Background: an optimization exercise with open tools, aiming at small area and a short achievable clock period. Do not read the settings as production practice. Where RTL was checked, it was by simulation tests only, not by an equivalence proof against the original. No activity file was given, so power comes from the tool's default toggle rates.

==> trial 1 <==
==> flow/design.v <==
`timescale 1ns / 1ps
module DIV(a, b, quot);
    parameter DATAWIDTH = 2;
    input [DATAWIDTH - 1:0] a, b;
    output reg [DATAWIDTH - 1:0] quot;
    always @(*) begin
        quot <= (b == 0) ? {DATAWIDTH{1'b1}} : a / b;
    end
endmodule
`timescale 1ns / 1ps
module MOD(a, b, rem);
    parameter DATAWIDTH = 64;
    input [DATAWIDTH - 1:0] a, b;
    output reg [DATAWIDTH - 1:0] rem;
    always @(*) begin
        rem <= (b == 0) ? a : a % b;
    end
endmodule
`timescale 1ns / 1ps
module COMP(a, b, gt, lt, eq);
    parameter DATAWIDTH = 64;
    input [DATAWIDTH - 1:0] a, b;
    output reg gt, lt, eq;
    always @(*) begin
        gt <= 0; lt <= 0; eq <= 0;
        if($signed(a) > $signed(b))
            gt <= 1;
        else if($signed(a) < $signed(b))
            lt <= 1;
        else
            eq <= 1;
    end
endmodule
`timescale 1ns / 1ps
module MUX2x1(a, b, sel, d);
    parameter DATAWIDTH = 64;
    input [DATAWIDTH - 1:0] a, b;
    input sel;
    output reg [DATAWIDTH - 1:0] d;
    always @(*) begin
        if(sel == 0)
            d <= a;
        else
            d <= b;
    end
endmodule
`timescale 1ns / 1ps
module REG(d, Clk, Rst, q);
    parameter DATAWIDTH = 8;
    input Clk, Rst;
    input [DATAWIDTH - 1:0] d;
    output reg [DATAWIDTH - 1:0] q;
    always @(posedge Clk) begin
        if(Rst)
            q <= 0;
        else
            q <= d;
    end
endmodule
`timescale 1ns / 1ps
module CIRCUIT7(a, b, c, d, zero, Clk, Rst, z);
    input Clk, Rst;
    input [31:0] a, b, c, d, zero;
    output [31:0] z;
    wire [31:0] e, f, g, zwire;
    wire gEQz, gLTz, gGTz;  
    DIV #(32) div1(a, b, e);
    DIV #(32) div2(c, d, f);
    MOD #(32) mod1(a, b, g);
    COMP #(32) comp1(g, zero, gGTz, gLTz, gEQz);
    MUX2x1 #(32) mux1(f, e, gEQz, zwire);
    REG #(32) reg1(zwire, Clk, Rst, z);
endmodule
==> flow/run.sh <==
#!/bin/bash
# synth_recipe.tcl (not shown) runs the flow's synth.tcl, then flattens the netlist and writes it again
# the make line also repeats each setting of config.mk as NAME=value (left out here)
make -C /OpenROAD-flow-scripts/flow DESIGN_CONFIG=/design/flow/config.mk WORK_HOME=/design/flow/orfs CLKGATE_MAP_FILE= SYNTH_SCRIPT=/design/flow/synth_recipe.tcl finish
==> flow/config.mk <==
export PLATFORM = sky130hd
export DESIGN_NAME = CIRCUIT7
export DESIGN_NICKNAME = CIRCUIT7
export VERILOG_FILES = /design/flow/design.v
export SDC_FILE = /design/flow/constraint.sdc
export NUM_CORES = 4
export LEC_CHECK = 0
export ABC_AREA = 1
export CAP_MARGIN = 20
export CORE_MARGIN = 2
export CORE_UTILIZATION = 50
export CTS_CLUSTER_DIAMETER = 25
export CTS_CLUSTER_SIZE = 4
export SLEW_MARGIN = 20
==> flow/constraint.sdc <==
create_clock -name core_clock -period 260.0 [get_ports {Clk}]
set_input_delay 52.0000 -clock core_clock [delete_from_list [all_inputs] [get_ports {Clk}]]
set_output_delay 52.0000 -clock core_clock [all_outputs]
set_load 0.01 [all_outputs]
==> build 75 (differences from trial 1) <==
==> flow/design.v (replaced) <==
module DIV #(parameter W = 32) (a, b, quot, rem);
    input  [W-1:0] a, b;
    output [W-1:0] quot;
    output [W-1:0] rem;
    wire [W-1:0] r [0:W];    
    wire [W:0]   hz;         
    assign hz[W] = 1'b1;
    assign r[W] = {W{1'b0}};
    genvar i;
    generate
        for (i = W-1; i >= 0; i = i - 1) begin : row
            localparam integer w = W - i;
            assign hz[i] = hz[i+1] & ~b[i];
            wire [w-1:0] t;
            if (w == 1) begin : t1
                assign t = a[i];
            end else begin : tn
                assign t = {r[i+1][w-2:0], a[i]};
            end
            wire [w:0] diff = {1'b0, t} - {1'b0, b[w-1:0]};
            assign quot[i] = hz[w] & ~diff[w];
            wire [w-1:0] nr = quot[i] ? diff[w-1:0] : t;
            if (w == W) begin : full
                assign r[i] = nr;
            end else begin : part
                assign r[i] = {{(W-w){1'b0}}, nr};
            end
        end
    endgenerate
    assign rem = r[0];
endmodule
module COMP(a, b, eq);
    parameter DATAWIDTH = 32;
    input [DATAWIDTH - 1:0] a, b;
    output eq;
    assign eq = (a == b);
endmodule
`timescale 1ns / 1ps
module MUX2x1(a, b, sel, d);
    parameter DATAWIDTH = 64;
    input [DATAWIDTH - 1:0] a, b;
    input sel;
    output reg [DATAWIDTH - 1:0] d;
    always @(*) begin
        if(sel == 0)
            d <= a;
        else
            d <= b;
    end
endmodule
`timescale 1ns / 1ps
module REG(d, Clk, Rst, q);
    parameter DATAWIDTH = 8;
    input Clk, Rst;
    input [DATAWIDTH - 1:0] d;
    output reg [DATAWIDTH - 1:0] q;
    always @(posedge Clk) begin
        if(Rst)
            q <= 0;
        else
            q <= d;
    end
endmodule
module CIRCUIT7(a, b, c, d, zero, Clk, Rst, z);
    input Clk, Rst;
    input [31:0] a, b, c, d, zero;
    output [31:0] z;
    wire [31:0] e, f, g, fr, zwire;
    wire gEQz;
    DIV #(32) div1(a, b, e, g);      
    DIV #(32) div2(c, d, f, fr);     
    COMP #(32) comp1(g, zero, gEQz);
    MUX2x1 #(32) mux1(f, e, gEQz, zwire);
    REG #(32) reg1(zwire, Clk, Rst, z);
endmodule
==> summary of the runs <==
Of trial 1 and build 75, trial 1 has the higher wire length (gap about 50%, measured against build 75). In trial 1 the non-clock buffer count is higher than in build 75, by 1. Sequential power: build 75 is smaller than trial 1 (about 2%). Against build 75, the synthesized cell count of trial 1 is higher by about 15%. Of trial 1 and build 75, trial 1 has the higher synthesized area (gap 11%, measured against build 75). In build 75 the worst setup slack is lower than in trial 1, by 2100 ps.
For build 75, only the layout was checked, not whether the RTL still works.


==> wip/umber: inputs <==
CIRCUIT7, a different RTL version from the one above (not shown whole).
Settings: LEC_CHECK=0, ABC_AREA=1, CAP_MARGIN=20, CORE_MARGIN=2, CORE_UTILIZATION=50, CTS_CLUSTER_DIAMETER=25, CTS_CLUSTER_SIZE=4, SLEW_MARGIN=20, SETUP_SLACK_MARGIN=110, SKIP_PIN_SWAP=1; clock period 260.0 ns.
standard.sh (not shown) runs the stock make flow with config.mk's settings and CLKGATE_MAP_FILE= SYNTH_SCRIPT=/design/flow/synth_recipe.tcl, a recipe that flattens the netlist after the stock synthesis.
==> flow/flow/run.sh <==
#!/bin/bash
# Standard layout (the standard.sh), with timing repair aiming for extra
# setup slack so that the resizer works on the critical paths although the
# clock is met. Pin swapping is left out of the repair moves.
set -e
cd "$(dirname "$0")/.."
cat >> config.mk <<'EOC'
export SETUP_SLACK_MARGIN = 110
export SKIP_PIN_SWAP = 1
EOC
bash standard.sh > standard.log 2>&1
==> inputs of wip/amber, as changes to wip/umber <==
--- a/flow/design.v
+++ b/flow/design.v
@@ -2,124 +2,44 @@
     input  [31:0] a, b;
     output [31:0] quot;
     output [31:0] rem;
     wire [31:0] nb = ~b;
     wire [32:0] hz;   
     assign hz[32] = 1'b1;
-    wire hzs30_31 = nb[30] & nb[31];
-    wire hzs28_29 = nb[28] & nb[29];
-    wire hzs29_31 = nb[29] & hzs30_31;
-    wire hzs28_31 = hzs28_29 & hzs30_31;
-    wire hzs26_27 = nb[26] & nb[27];
-    wire hzs24_25 = nb[24] & nb[25];
-    wire hzs25_27 = nb[25] & hzs26_27;
-    wire hzs24_27 = hzs24_25 & hzs26_27;
-    wire hzs27_31 = nb[27] & hzs28_31;
-    wire hzs26_31 = hzs26_27 & hzs28_31;
-    wire hzs25_31 = hzs25_27 & hzs28_31;
-    wire hzs24_31 = hzs24_27 & hzs28_31;
-    wire hzs22_23 = nb[22] & nb[23];
-    wire hzs20_21 = nb[20] & nb[21];
-    wire hzs21_23 = nb[21] & hzs22_23;
-    wire hzs20_23 = hzs20_21 & hzs22_23;
-    wire hzs18_19 = nb[18] & nb[19];
-    wire hzs16_17 = nb[16] & nb[17];
-    wire hzs17_19 = nb[17] & hzs18_19;
-    wire hzs16_19 = hzs16_17 & hzs18_19;
-    wire hzs19_23 = nb[19] & hzs20_23;
-    wire hzs18_23 = hzs18_19 & hzs20_23;
-    wire hzs17_23 = hzs17_19 & hzs20_23;
-    wire hzs16_23 = hzs16_19 & hzs20_23;
-    wire hzs23_31 = nb[23] & hzs24_31;
-    wire hzs22_31 = hzs22_23 & hzs24_31;
-    wire hzs21_31 = hzs21_23 & hzs24_31;
-    wire hzs20_31 = hzs20_23 & hzs24_31;
-    wire hzs19_31 = hzs19_23 & hzs24_31;
-    wire hzs18_31 = hzs18_23 & hzs24_31;
-    wire hzs17_31 = hzs17_23 & hzs24_31;
-    wire hzs16_31 = hzs16_23 & hzs24_31;
-    wire hzs14_15 = nb[14] & nb[15];
-    wire hzs12_13 = nb[12] & nb[13];
-    wire hzs13_15 = nb[13] & hzs14_15;
-    wire hzs12_15 = hzs12_13 & hzs14_15;
-    wire hzs10_11 = nb[10] & nb[11];
-    wire hzs8_9 = nb[8] & nb[9];
-    wire hzs9_11 = nb[9] & hzs10_11;
-    wire hzs8_11 = hzs8_9 & hzs10_11;
-    wire hzs11_15 = nb[11] & hzs12_15;
-    wire hzs10_15 = hzs10_11 & hzs12_15;
-    wire hzs9_15 = hzs9_11 & hzs12_15;
-    wire hzs8_15 = hzs8_11 & hzs12_15;
-    wire hzs6_7 = nb[6] & nb[7];
-    wire hzs4_5 = nb[4] & nb[5];
-    wire hzs5_7 = nb[5] & hzs6_7;
-    wire hzs4_7 = hzs4_5 & hzs6_7;
-    wire hzs2_3 = nb[2] & nb[3];
-    wire hzs0_1 = nb[0] & nb[1];
-    wire hzs1_3 = nb[1] & hzs2_3;
-    wire hzs0_3 = hzs0_1 & hzs2_3;
-    wire hzs3_7 = nb[3] & hzs4_7;
-    wire hzs2_7 = hzs2_3 & hzs4_7;
-    wire hzs1_7 = hzs1_3 & hzs4_7;
-    wire hzs0_7 = hzs0_3 & hzs4_7;
-    wire hzs7_15 = nb[7] & hzs8_15;
-    wire hzs6_15 = hzs6_7 & hzs8_15;
-    wire hzs5_15 = hzs5_7 & hzs8_15;
-    wire hzs4_15 = hzs4_7 & hzs8_15;
-    wire hzs3_15 = hzs3_7 & hzs8_15;
-    wire hzs2_15 = hzs2_7 & hzs8_15;
-    wire hzs1_15 = hzs1_7 & hzs8_15;
-    wire hzs0_15 = hzs0_7 & hzs8_15;
-    wire hzs15_31 = nb[15] & hzs16_31;
-    wire hzs14_31 = hzs14_15 & hzs16_31;
-    wire hzs13_31 = hzs13_15 & hzs16_31;
-    wire hzs12_31 = hzs12_15 & hzs16_31;
-    wire hzs11_31 = hzs11_15 & hzs16_31;
-    wire hzs10_31 = hzs10_15 & hzs16_31;
-    wire hzs9_31 = hzs9_15 & hzs16_31;
-    wire hzs8_31 = hzs8_15 & hzs16_31;
-    wire hzs7_31 = hzs7_15 & hzs16_31;
-    wire hzs6_31 = hzs6_15 & hzs16_31;
-    wire hzs5_31 = hzs5_15 & hzs16_31;
-    wire hzs4_31 = hzs4_15 & hzs16_31;
-    wire hzs3_31 = hzs3_15 & hzs16_31;
-    wire hzs2_31 = hzs2_15 & hzs16_31;
-    wire hzs1_31 = hzs1_15 & hzs16_31;
-    wire hzs0_31 = hzs0_15 & hzs16_31;
-    assign hz[31] = nb[31];
-    assign hz[30] = hzs30_31;
-    assign hz[29] = hzs29_31;
-    assign hz[28] = hzs28_31;
-    assign hz[27] = hzs27_31;
-    assign hz[26] = hzs26_31;
-    assign hz[25] = hzs25_31;
-    assign hz[24] = hzs24_31;
-    assign hz[23] = hzs23_31;
-    assign hz[22] = hzs22_31;
-    assign hz[21] = hzs21_31;
-    assign hz[20] = hzs20_31;
-    assign hz[19] = hzs19_31;
-    assign hz[18] = hzs18_31;
-    assign hz[17] = hzs17_31;
-    assign hz[16] = hzs16_31;
-    assign hz[15] = hzs15_31;
-    assign hz[14] = hzs14_31;
-    assign hz[13] = hzs13_31;
-    assign hz[12] = hzs12_31;
-    assign hz[11] = hzs11_31;
-    assign hz[10] = hzs10_31;
-    assign hz[9] = hzs9_31;
-    assign hz[8] = hzs8_31;
-    assign hz[7] = hzs7_31;
-    assign hz[6] = hzs6_31;
-    assign hz[5] = hzs5_31;
-    assign hz[4] = hzs4_31;
-    assign hz[3] = hzs3_31;
-    assign hz[2] = hzs2_31;
-    assign hz[1] = hzs1_31;
-    assign hz[0] = hzs0_31;
+    assign hz[31] = hz[32] & nb[31];
+    assign hz[30] = hz[31] & nb[30];
+    assign hz[29] = hz[30] & nb[29];
+    assign hz[28] = hz[29] & nb[28];
+    assign hz[27] = hz[28] & nb[27];
+    assign hz[26] = hz[27] & nb[26];
+    assign hz[25] = hz[26] & nb[25];
+    assign hz[24] = hz[25] & nb[24];
+    assign hz[23] = hz[24] & nb[23];
+    assign hz[22] = hz[23] & nb[22];
+    assign hz[21] = hz[22] & nb[21];
+    assign hz[20] = hz[21] & nb[20];
+    assign hz[19] = hz[20] & nb[19];
+    assign hz[18] = hz[19] & nb[18];
+    assign hz[17] = hz[18] & nb[17];
+    assign hz[16] = hz[17] & nb[16];
+    assign hz[15] = hz[16] & nb[15];
+    assign hz[14] = hz[15] & nb[14];
+    assign hz[13] = hz[14] & nb[13];
+    assign hz[12] = hz[13] & nb[12];
+    assign hz[11] = hz[12] & nb[11];
+    assign hz[10] = hz[11] & nb[10];
+    assign hz[9] = hz[10] & nb[9];
+    assign hz[8] = hz[9] & nb[8];
+    assign hz[7] = hz[8] & nb[7];
+    assign hz[6] = hz[7] & nb[6];
+    assign hz[5] = hz[6] & nb[5];
+    assign hz[4] = hz[5] & nb[4];
+    assign hz[3] = hz[4] & nb[3];
+    assign hz[2] = hz[3] & nb[2];
+    assign hz[1] = hz[2] & nb[1];
+    assign hz[0] = hz[1] & nb[0];
     wire g31_0 = a[31] | nb[0];
     wire p31_0 = ~(a[31] ^ nb[0]);
     assign quot[31] = hz[1] & g31_0;
     wire s31_0 = p31_0;
     wire r31_0 = quot[31] ? s31_0 : a[31];
     wire g30_0 = a[30] | nb[0];
==> flow/flow/run.sh (replaced) <==
#!/bin/bash
# Standard layout, with timing repair aiming for extra setup slack so that
# the resizer works on the critical paths although the clock is met.
set -e
cd "$(dirname "$0")/.."
echo "export SETUP_SLACK_MARGIN = 110" >> config.mk
bash standard.sh > standard.log 2>&1
--- a/flow/config.mk
+++ b/flow/config.mk
@@ -10,7 +10,6 @@
 export CORE_MARGIN = 2
 export CORE_UTILIZATION = 50
 export CTS_CLUSTER_DIAMETER = 25
 export CTS_CLUSTER_SIZE = 4
 export SLEW_MARGIN = 20
 export SETUP_SLACK_MARGIN = 110
-export SKIP_PIN_SWAP = 1
==> comparison table <==
item                                                wip/umber       wip/amber
Buffering overhead                                      4.70%           8.95%
Initial DRT Pass Iterations                                 8               5
Xor/xnor cell area share of the yosys netlist           9.05%           10.6%
Clock network power consumption                    0.00725 mW      0.00738 mW
Met2 Wirelength                                      76800 um        68300 um
Number of non-clock buffers                               283             562
Post-detail-place hpwl                              141000 um       116000 um
Total Nets Final                                        10.4k            9591
Final cell count without fillers                        10.5k            9642
Total global routing track utilization                  30.1%           27.7%
Result of the run                              finished clean  finished clean
Initial core utilization                                50.4%           50.6%
Global-route wire length before repair              276000 um       238000 um
Average routed wire per standard cell                 16.4 um         15.5 um
Max-Slew Margin vs Limit                                7.58%           34.1%
Data arrival time of the critical path              139.37 ns       146.25 ns
Worst Hold Endpoint                                reg1.q[26]       reg1.q[0]
Largest fanout on the critical path                        34              11
Minimum clock period                                139.14 ns       146.06 ns
Function was not checked in any run of this note: the RTL went through the layout flow alone.

[port drivers added, routing unchanged]
The results above use ideal ports. As a check the final layouts listed here were re-extracted and re-timed, cells and wires unchanged. Step 1, drivers: a clkbuf_16 drives Clk and a buf_2 each remaining input, both assumed. Step 2, shift: input delay + t, output delay - t, t = (earliest + latest rising clock arrival at the registers) / 2. This alone moves slack from input paths to output paths. a / b / c = no drivers / after step 1 / after step 2; a / b = the first two.
run | shift t [ns] | setup WS [ns] | hold slack, ns | latest minus earliest clock arrival (ns) | slew at the worst register clock pin (ns)
trial 1 | 0.399 | 116.169 / 116.053 / 115.654 | 52.505 / 52.467 / 52.755 | 0.014 / 0.015 | 0.08 / 0.08
build 75 | 0.353 | 114.083 / 114.109 / 113.756 | 52.681 / 52.667 / 52.757 | 0.013 / 0.012 | 0.07 / 0.07
wip/umber | 0.353 | 120.865 / 120.894 / 120.541 | 52.584 / 52.558 / 52.761 | 0.007 / 0.008 | 0.06 / 0.06
wip/amber | 0.351 | 113.944 / 113.977 / 113.626 | 52.506 / 52.472 / 52.761 | 0.009 / 0.010 | 0.07 / 0.07
After both steps every run listed still meets setup and hold. The setup slack of trial 1, which loses most, moves by -0.116 ns with the drivers and by -0.515 ns with both steps.
